This design comes from an exercise in tuning for small area on the open sky130 flow, not from production work. In this exercise RTL edits were held to simulation tests only and were not proved equivalent to the original. Power and IR drop assume default switching activity.

==> flow/design.v <==
module cnt_decimal_0_30 (
    input  wire        clk,
    input  wire        rst,          
    input  wire        key_s2,       
    output reg [7:0]   cnt_out       
);
parameter DIV_CNT_MAX = 22'd5_000_000;
reg [21:0] div_cnt;
reg        tick;      
always @(posedge clk or posedge rst) begin
    if (rst) begin
        div_cnt <= 22'd0;
        tick    <= 1'b0;
    end else begin
        if (div_cnt == DIV_CNT_MAX - 1'b1) begin
            div_cnt <= 22'd0;
            tick    <= 1'b1;
        end else begin
            div_cnt <= div_cnt + 1'b1;
            tick    <= 1'b0;
        end
    end
end
reg run_flag;       
reg prev_key_s2;
always @(posedge clk or posedge rst) begin
    if (rst) begin
        run_flag    <= 1'b1;
        prev_key_s2 <= 1'b0;
    end else begin
        prev_key_s2 <= key_s2;
        if (key_s2 & ~prev_key_s2) begin
            run_flag <= ~run_flag;
        end else begin
            run_flag <= run_flag;
        end
    end
end
always @(posedge clk or posedge rst) begin
    if (rst) begin
        cnt_out <= 8'h00;
    end else if (tick == 1'b1 && run_flag == 1'b1) begin
        if (cnt_out == 8'h30) begin
            cnt_out <= 8'h00;
        end else begin
            if (cnt_out[3:0] == 4'h9) begin
                cnt_out[3:0] <= 4'h0;
                cnt_out[7:4] <= cnt_out[7:4] + 1'b1;
            end else begin
                cnt_out[3:0] <= cnt_out[3:0] + 1'b1;
            end
        end
    end else begin
        cnt_out <= cnt_out;
    end
end
endmodule
module cnt_s3_no_debounce (
    input  wire        clk,
    input  wire        rst,          
    input  wire        key_s3,       
    output reg [7:0]   cnt_out       
);
reg prev_key_s3;
always @(posedge clk or posedge rst) begin
    if (rst) begin
        prev_key_s3 <= 1'b0;
    end else begin
        prev_key_s3 <= key_s3;
    end
end
wire key_s3_rise;
assign key_s3_rise = key_s3 & ~prev_key_s3;
always @(posedge clk or posedge rst) begin
    if (rst) begin
        cnt_out <= 8'h00;
    end else if (key_s3_rise == 1'b1) begin
        if (cnt_out[3:0] == 4'h9) begin
            cnt_out[3:0] <= 4'h0;
            if (cnt_out[7:4] == 4'h9) begin
                cnt_out[7:4] <= 4'h0;
            end else begin
                cnt_out[7:4] <= cnt_out[7:4] + 4'b1;
            end
        end else begin
            cnt_out[3:0] <= cnt_out[3:0] + 4'b1;
        end
    end else begin
        cnt_out <= cnt_out;
    end
end
endmodule
module cnt_s3_with_debounce (
    input  wire        clk,
    input  wire        rst,          
    input  wire        key_s3_rise,  
    output reg [7:0]   cnt_out       
);
always @(posedge clk or posedge rst) begin
    if (rst) begin
        cnt_out <= 8'h00;
    end else if (key_s3_rise == 1'b1) begin
        if (cnt_out[3:0] == 4'h9) begin
            cnt_out[3:0] <= 4'h0;
            if (cnt_out[7:4] == 4'h9) begin
                cnt_out[7:4] <= 4'h0;
            end else begin
                cnt_out[7:4] <= cnt_out[7:4] + 4'b1;
            end
        end else begin
            cnt_out[3:0] <= cnt_out[3:0] + 4'b1;
        end
    end else begin
        cnt_out <= cnt_out;
    end
end
endmodule
module key_debounce_15ms (
    input  wire        clk,
    input  wire        rst,          
    input  wire        key_in,       
    output reg         key_out,
    output reg         rise_pulse,
    output reg         fall_pulse
);
parameter DEBOUNCE_CNT_MAX = 21'd1_500_000;
reg [2:0]  sync_key;          
reg [20:0] debounce_cnt;
reg        prev_key_out;
always @(posedge clk or posedge rst) begin
    if (rst) begin
        sync_key[0] <= 1'b0;
        sync_key[1] <= 1'b0;
        sync_key[2] <= 1'b0;
    end else begin
        sync_key[0] <= key_in;
        sync_key[1] <= sync_key[0];
        sync_key[2] <= sync_key[1];
    end
end
always @(posedge clk or posedge rst) begin
    if (rst) begin
        debounce_cnt <= 21'd0;
    end else if (sync_key[2] != key_out) begin
        if (debounce_cnt < DEBOUNCE_CNT_MAX) begin
            debounce_cnt <= debounce_cnt + 1'b1;
        end else begin
            debounce_cnt <= debounce_cnt;
        end
    end else begin
        debounce_cnt <= 21'd0;
    end
end
always @(posedge clk or posedge rst) begin
    if (rst) begin
        key_out <= 1'b0;
    end else if (debounce_cnt == DEBOUNCE_CNT_MAX) begin
        key_out <= sync_key[2];
    end else begin
        key_out <= key_out;
    end
end
always @(posedge clk or posedge rst) begin
    if (rst) begin
        prev_key_out <= 1'b0;
        rise_pulse   <= 1'b0;
        fall_pulse   <= 1'b0;
    end else begin
        prev_key_out <= key_out;
        rise_pulse <= key_out & ~prev_key_out;
        fall_pulse <= ~key_out & prev_key_out;
    end
end
endmodule
module led_ctrl_unit (
    input  wire        clk,
    input  wire        rst,          
    input  wire        display_en,   
    input  wire [31:0] display,      
    output reg [7:0]   led_en,       
    output reg [7:0]   led_cx        
);
reg [16:0]  div_cnt;
reg         div_clk;
always @(posedge clk or posedge rst) begin
    if (rst) begin
        div_cnt <= 17'd0;
        div_clk <= 1'b0;
    end else if (div_cnt == 17'd99_999) begin
        div_cnt <= 17'd0;
        div_clk <= ~div_clk;
    end else begin
        div_cnt <= div_cnt + 1'b1;
        div_clk <= div_clk;
    end
end
reg [2:0]  bit_cnt;
wire       div_clk_rise = (div_cnt == 17'd99_999) & ~div_clk;
always @(posedge clk or posedge rst) begin
    if (rst) begin
        bit_cnt <= 3'd0;
    end else if (div_clk_rise) begin
        if (bit_cnt == 3'd7) begin
            bit_cnt <= 3'd0;
        end else begin
            bit_cnt <= bit_cnt + 3'd1;
        end
    end
end
function [7:0] seg_table;
    input [3:0] d;
    begin
        case (d)
            4'd0: seg_table = 8'h03;
            4'd1: seg_table = 8'h9F;
            4'd2: seg_table = 8'h25;
            4'd3: seg_table = 8'h0D;
            4'd4: seg_table = 8'h99;
            4'd5: seg_table = 8'h49;
            4'd6: seg_table = 8'h41;
            4'd7: seg_table = 8'h1F;
            4'd8: seg_table = 8'h01;
            4'd9: seg_table = 8'h09;
            default: seg_table = 8'hFF;
        endcase
    end
endfunction
always @(posedge clk or posedge rst) begin
    if (rst) begin
        led_en <= 8'h00;
        led_cx <= 8'hFD;
    end else if (display_en == 1'b0) begin
        led_en <= 8'hFF;
        led_cx <= 8'hFF;
    end else begin
        case (bit_cnt)
            3'd7: led_en <= 8'h7F;
            3'd6: led_en <= 8'hBF;
            3'd5: led_en <= 8'hDF;
            3'd4: led_en <= 8'hEF;
            3'd3: led_en <= 8'hF7;
            3'd2: led_en <= 8'hFB;
            3'd1: led_en <= 8'hFD;
            3'd0: led_en <= 8'hFE;
            default: led_en <= 8'hFF;
        endcase
        case (bit_cnt)
            3'd7: led_cx <= seg_table(display[31:28]);
            3'd6: led_cx <= seg_table(display[27:24]);
            3'd5: led_cx <= seg_table(display[23:20]);
            3'd4: led_cx <= seg_table(display[19:16]);
            3'd3: led_cx <= seg_table(display[15:12]);
            3'd2: led_cx <= seg_table(display[11:8]);
            3'd1: led_cx <= seg_table(display[7:4]);
            3'd0: led_cx <= seg_table(display[3:0]);
            default: led_cx <= 8'hFF;
        endcase
    end
end
endmodule
module top_led_controller (
    input  wire        clk,          
    input  wire        rst,          
    input  wire        key_s2,       
    input  wire        key_s3,       
    input  wire        sw0,          
    output wire [7:0]  led_en,       
    output wire [7:0]  led_cx        
);
parameter STUDENT_ID_TEN = 4'h5;
parameter STUDENT_ID_ONE = 4'h0;
wire [7:0]  cnt_s3_no_deb_out;
wire [7:0]  cnt_s3_deb_out;
wire [7:0]  cnt_dec_0_30_out;
wire        key_s3_deb_rise;
wire [31:0] display;
wire        key_s2_deb_out;
assign display = {
    STUDENT_ID_TEN,                                   
    STUDENT_ID_ONE,                                   
    cnt_s3_no_deb_out[7:4], cnt_s3_no_deb_out[3:0],   
    cnt_s3_deb_out[7:4], cnt_s3_deb_out[3:0],         
    cnt_dec_0_30_out[7:4], cnt_dec_0_30_out[3:0]      
};
led_ctrl_unit u_led_ctrl_unit (
    .clk(clk),
    .rst(rst),
    .display_en(sw0),
    .display(display),
    .led_en(led_en),
    .led_cx(led_cx)
);
key_debounce_15ms u_key_debounce_15ms_for_key_3 (
    .clk(clk),
    .rst(rst),
    .key_in(key_s3),
    .key_out(),
    .rise_pulse(key_s3_deb_rise),
    .fall_pulse()
);
key_debounce_15ms u_key_debounce_15ms_for_key_2 (
    .clk(clk),
    .rst(rst),
    .key_in(key_s2),
    .key_out(key_s2_deb_out),
    .rise_pulse(),
    .fall_pulse()
);
cnt_s3_no_debounce u_cnt_s3_no_debounce (
    .clk(clk),
    .rst(rst),
    .key_s3(key_s3),
    .cnt_out(cnt_s3_no_deb_out)
);
cnt_s3_with_debounce u_cnt_s3_with_debounce (
    .clk(clk),
    .rst(rst),
    .key_s3_rise(key_s3_deb_rise),
    .cnt_out(cnt_s3_deb_out)
);
cnt_decimal_0_30 u_cnt_decimal_0_30 (
    .clk(clk),
    .rst(rst),
    .key_s2(key_s2_deb_out),
    .cnt_out(cnt_dec_0_30_out)
);
endmodule
==> flow/run.sh <==
#!/bin/bash
# synth_recipe.tcl (not shown) runs the flow's synth.tcl, then flattens the netlist and writes it again
# the make line also repeats each setting of config.mk as NAME=value (left out here)
make -C /OpenROAD-flow-scripts/flow DESIGN_CONFIG=/design/flow/config.mk WORK_HOME=/design/flow/orfs CLKGATE_MAP_FILE= SYNTH_SCRIPT=/design/flow/synth_recipe.tcl finish
==> flow/config.mk <==
export PLATFORM = sky130hd
export DESIGN_NAME = top_led_controller
export DESIGN_NICKNAME = top_led_controller
export VERILOG_FILES = /design/flow/design.v
export SDC_FILE = /design/flow/constraint.sdc
export NUM_CORES = 4
export LEC_CHECK = 0
export CAP_MARGIN = 20
export CORE_MARGIN = 2
export CORE_UTILIZATION = 40
export SLEW_MARGIN = 20
==> flow/constraint.sdc <==
create_clock -name core_clock -period 10.0 [get_ports {clk}]
set_input_delay 2.0000 -clock core_clock [delete_from_list [all_inputs] [get_ports {clk}]]
set_output_delay 2.0000 -clock core_clock [all_outputs]
set_load 0.01 [all_outputs]
==> metrics.md <==
| Metric | Value |
|---|---|
| Syn avg cell area | 9.34 um^2 |
| Bufs and invs on worst path | 1 |
| Clock Sinks | 137 |
| Tightest Hold Check Type | flop to flop |
| Ant diodes | 0 |
| DRT antenna net count | 0 |
| Peak supply drop | 0.000120 V |
| IO Count | 21 |
| Leakage | 3.74 nW |
| CTS buffer count | 17 |
| First-pass GRT wire length | 27700 um |
| Synthesis Warnings | 6 |
| Synth top area share | 41.6% |
| Hold path start | u_key_debounce_15ms_for_key_2.sync_key[1] |
| Die Area | 20700 um^2 |
| CP Data Arrival Time | 1.48 ns |
| Residual DRC | 0 |
| Fin. max-slew vios | 0 |
| Final hold vios | 0 |
| Most common cell after layout, fill and taps aside | dfrtp_1 |
| Post-synthesis sequential area ratio | 44.0% |
| Share of cells above drive strength 1 | 7.28% |
| Clock slew at reported path FFs | 0.06 ns |
| CP top delay family | flip-flops |
| GR Overflow Total | 0 |
| Status | complete, no violations |
| Post-Syn Area | 7820 um^2 |
| Seq cells post-synth | 137 |
| Crit path cell chain | clkdlybuf4s50_1 |
| Number of synthesized flops with an enable pin | 0 |
| Setup Crit Path Kind | flop to output port |
| GRT Overall Usage | 16.6% |
| Num rows | 51 |
| Yosys cell types | 60 |
| Tcrit/Tclk final | 34.8% |
| CTS tree | done |
| Syn Inst Count | 837 |
| Clock power share | 46.3% |
| Core area | 19300 um^2 |
| Final Critical Period | 3.48 ns |
| Vias per cell | 5.25 |
| Max cap viols | 0 |
| PwrDens | 161 nW/um^2 |
| DR iter-0 viols | 405 |
| Sw Pwr | 0.390 mW |
| Layout net count | 906 |
| Synth Net Count | 891 |
| Sequential power share | 43.1% |
| Ys flop type | dfrtp_1 |
| Critical path endpoint category | output port |
| Switching Fraction | 27.3% |
| Pin count of the biggest net entering global routing | 71 |
| Slew @ Worst Pin | 0.927 ns |
| Comb power frac | 10.6% |
| Final Non-Filler Cells | 1130 |
| Post-DR wirelength/cell | 14.0 um |
| Crit path max fanout | 1 |
| Total power | 1.43 mW |
| Number of global-route vias before repair | 5536 |
| RePlAce Congestion | 0.826 |
| Clock Tree Root | clkbuf_16 |
| H-tree levels | 4 |
| Via count | 5938 |
| Fillers | 1853 |
| Worst Setup SP | u_led_ctrl_unit.led_cx[6] |
| Most frequent cells in the layout | 130 x dfrtp_1, 84 x nor2_1, 73 x nand2_1 |
| Dpl cells | 1098 |
| Final wirelength | 15800 um |
| CP Launch Type | flop |
| CTS resizes | 0 |
| Synth area leaders | dfrtp_1 42%, ha_1 7.8%, nor2_1 4.0% |
| Initial Util | 40.4% |
| Top cell type by total area after synthesis | dfrtp_1 |
| RR Startpoint | u_key_debounce_15ms_for_key_2.debounce_cnt[16] |
| Max Root-Sink Buffers | 2 |
| P_int | 1.04 mW |
| Crit path required time | 8.00 ns |
| Setup bufs post-CTS | 0 |
| Worst-Skew Late Latency | 0.42 ns |
| Setup violators final | 0 |
| Die Span Y | 144 um |
| Pre-antenna DRT Iters | 5 |
| Async set or reset register ratio after synthesis | 100% |
| Final Skew | 0.0103 ns |
| DPL Wire Length | 10900 um |
| Max-slew headroom | 37.6% |
| Area delta synth->final | 13.6% |
| Die X-Extent | 144 um |
| Hold-fix buffers, CTS | 0 |
| RSZ-0062 raised after global routing | no |
| Fmax | 288 MHz |
| Setup TNS Final | 0 ns |
| Port Buffer Count | 19 |
| Delay of the slowest critical-path stage | 0.53 ns |
| Worst path slowest cell | dfstp_2 |
| Initial antenna violation count | 0 |
==> metrics by stage <==
| step | utilization [%] | cell area (um^2) | worst slack [ns] | hold slack, ns |
|---|---|---|---|---|
| after global routing | 45.9 | 8880 | 6.33 | 0.388 |
| after detailed placement | 42.7 | 8250 | 6.05 | 0.340 |
| after floorplan | - | 7820 | 4.34 | 0.331 |
| after CTS | 45.9 | 8880 | 6.50 | 0.374 |
| after global placement | 42.7 | 8250 | 6.06 | 0.366 |
| final | 45.9 | 8880 | 6.52 | 0.372 |
==> synth_stat cells, types with 3 or more instances <==
cell / n
dfstp_2: 7
or3_1: 12
a31o_2: 4
inv_1: 39
xnor2_1: 32
o21ai_0: 54
buf_4: 3
nor4b_2: 3
nand3_1: 38
a211oi_1: 6
xor2_1: 33
o21a_1: 6
or4_1: 9
and3_1: 14
and4_1: 8
o221ai_1: 8
nand2_1: 73
nor3_1: 14
nand3b_1: 6
mux2i_1: 7
dfrtp_1: 130
nand2b_1: 10
nor3b_1: 5
o2111ai_1: 5
mux2_2: 3
nor2_1: 84
a21o_1: 7
o211ai_1: 12
o31ai_1: 7
nand4_1: 24
nor2b_1: 10
nor4_1: 11
ha_1: 49
clkbuf_1: 19
o22ai_1: 4
a21oi_1: 50
==> cell families after synthesis <==
family	share of synthesized area, %
fa+ha+maj	7.84
compound gates	13.6
buf+inv	3.30
other cells	0.0480
xor+xnor	7.28
mux	1.52
flops	44.0
simple gates	22.4
==> flip-flops by register name, summed over array words and instances (netlist names), 3 cells and up <==
register,count
u_cnt_decimal_0_30.div_cnt,22
u_key_debounce_15ms_for_key_2.debounce_cnt,21
u_key_debounce_15ms_for_key_3.debounce_cnt,21
u_led_ctrl_unit.div_cnt,17
u_cnt_decimal_0_30.cnt_out,8
u_cnt_s3_no_debounce.cnt_out,8
u_cnt_s3_with_debounce.cnt_out,8
u_led_ctrl_unit.led_en,8
u_led_ctrl_unit.led_cx,7
u_key_debounce_15ms_for_key_2.sync_key,3
u_key_debounce_15ms_for_key_3.sync_key,3
u_led_ctrl_unit.bit_cnt,3
==> power groups by stage <==
stage	combinational [mW]	sequential, mW	clock (mW)
after floorplan	0.130	0.605	0
after global placement	0.150	0.626	0
after detailed placement	0.152	0.626	0
after CTS	0.153	0.617	0.679
after global routing	0.177	0.623	0.706
final	0.151	0.617	0.663
==> cell type report <==
cell class	instances	area, um^2	share of cell area (%)
tap	265	332	3.73
inverter	39	151	1.70
clock buffer	18	439	4.94
clock inverter	14	189	2.13
multi-input combinational	635	4120	46.4
sequential	137	3440	38.7
timing repair buffer	22	213	2.39
==> layer usage <==
metal	wire, um	vias up	GRT usage (%)
met5	0	-	0
met4	218	0	4.75
met3	570	18	3.80
met2	6790	96	24.0
met1	8240	2807	24.6
li1	-	3017	-
==> worst paths after layout <==
check,endpoint,slack (ns),depth (start not counted)
setup / recovery,led_cx[6],6.52,1
hold / removal,u_key_debounce_15ms_for_key_2.sync_key[2],0.37,0
setup reg to reg,u_key_debounce_15ms_for_key_2.debounce_cnt[4],7.66,5
hold reg to reg,u_key_debounce_15ms_for_key_2.sync_key[2],0.37,0
max in group asynchronous,u_led_ctrl_unit.div_cnt[14],6.64,3
min in group asynchronous,u_key_debounce_15ms_for_key_3.debounce_cnt[13],2.04,2

==> separate check: timing with driven ports <==
No port has a modelled driver above. Below, the same layout with a new extraction and two added sets of constraints. Step 1 (the two cells are an assumption about what drives the block):
set clk [get_ports {clk}]
set_driving_cell -lib_cell sky130_fd_sc_hd__clkbuf_16 $clk
set_driving_cell -lib_cell sky130_fd_sc_hd__buf_2 [delete_from_list [all_inputs] $clk]
Step 2, shift: input delay + t, output delay - t, t = (earliest + latest rising clock arrival at the registers) / 2. This alone moves slack from input paths to output paths. Slacks: ideal / step 1 / step 2; pairs: ideal / step 1.
t, ns: 0.462
slack for setup (ns): 6.524 / 6.475 / 6.203
worst setup path at the end: input, reset recovery
After both steps this run still meets setup and hold. For this run, drivers alone change the setup slack by -0.049 ns; drivers and shift together by -0.321 ns. The worst setup slack also covers recovery checks on asynchronous resets.
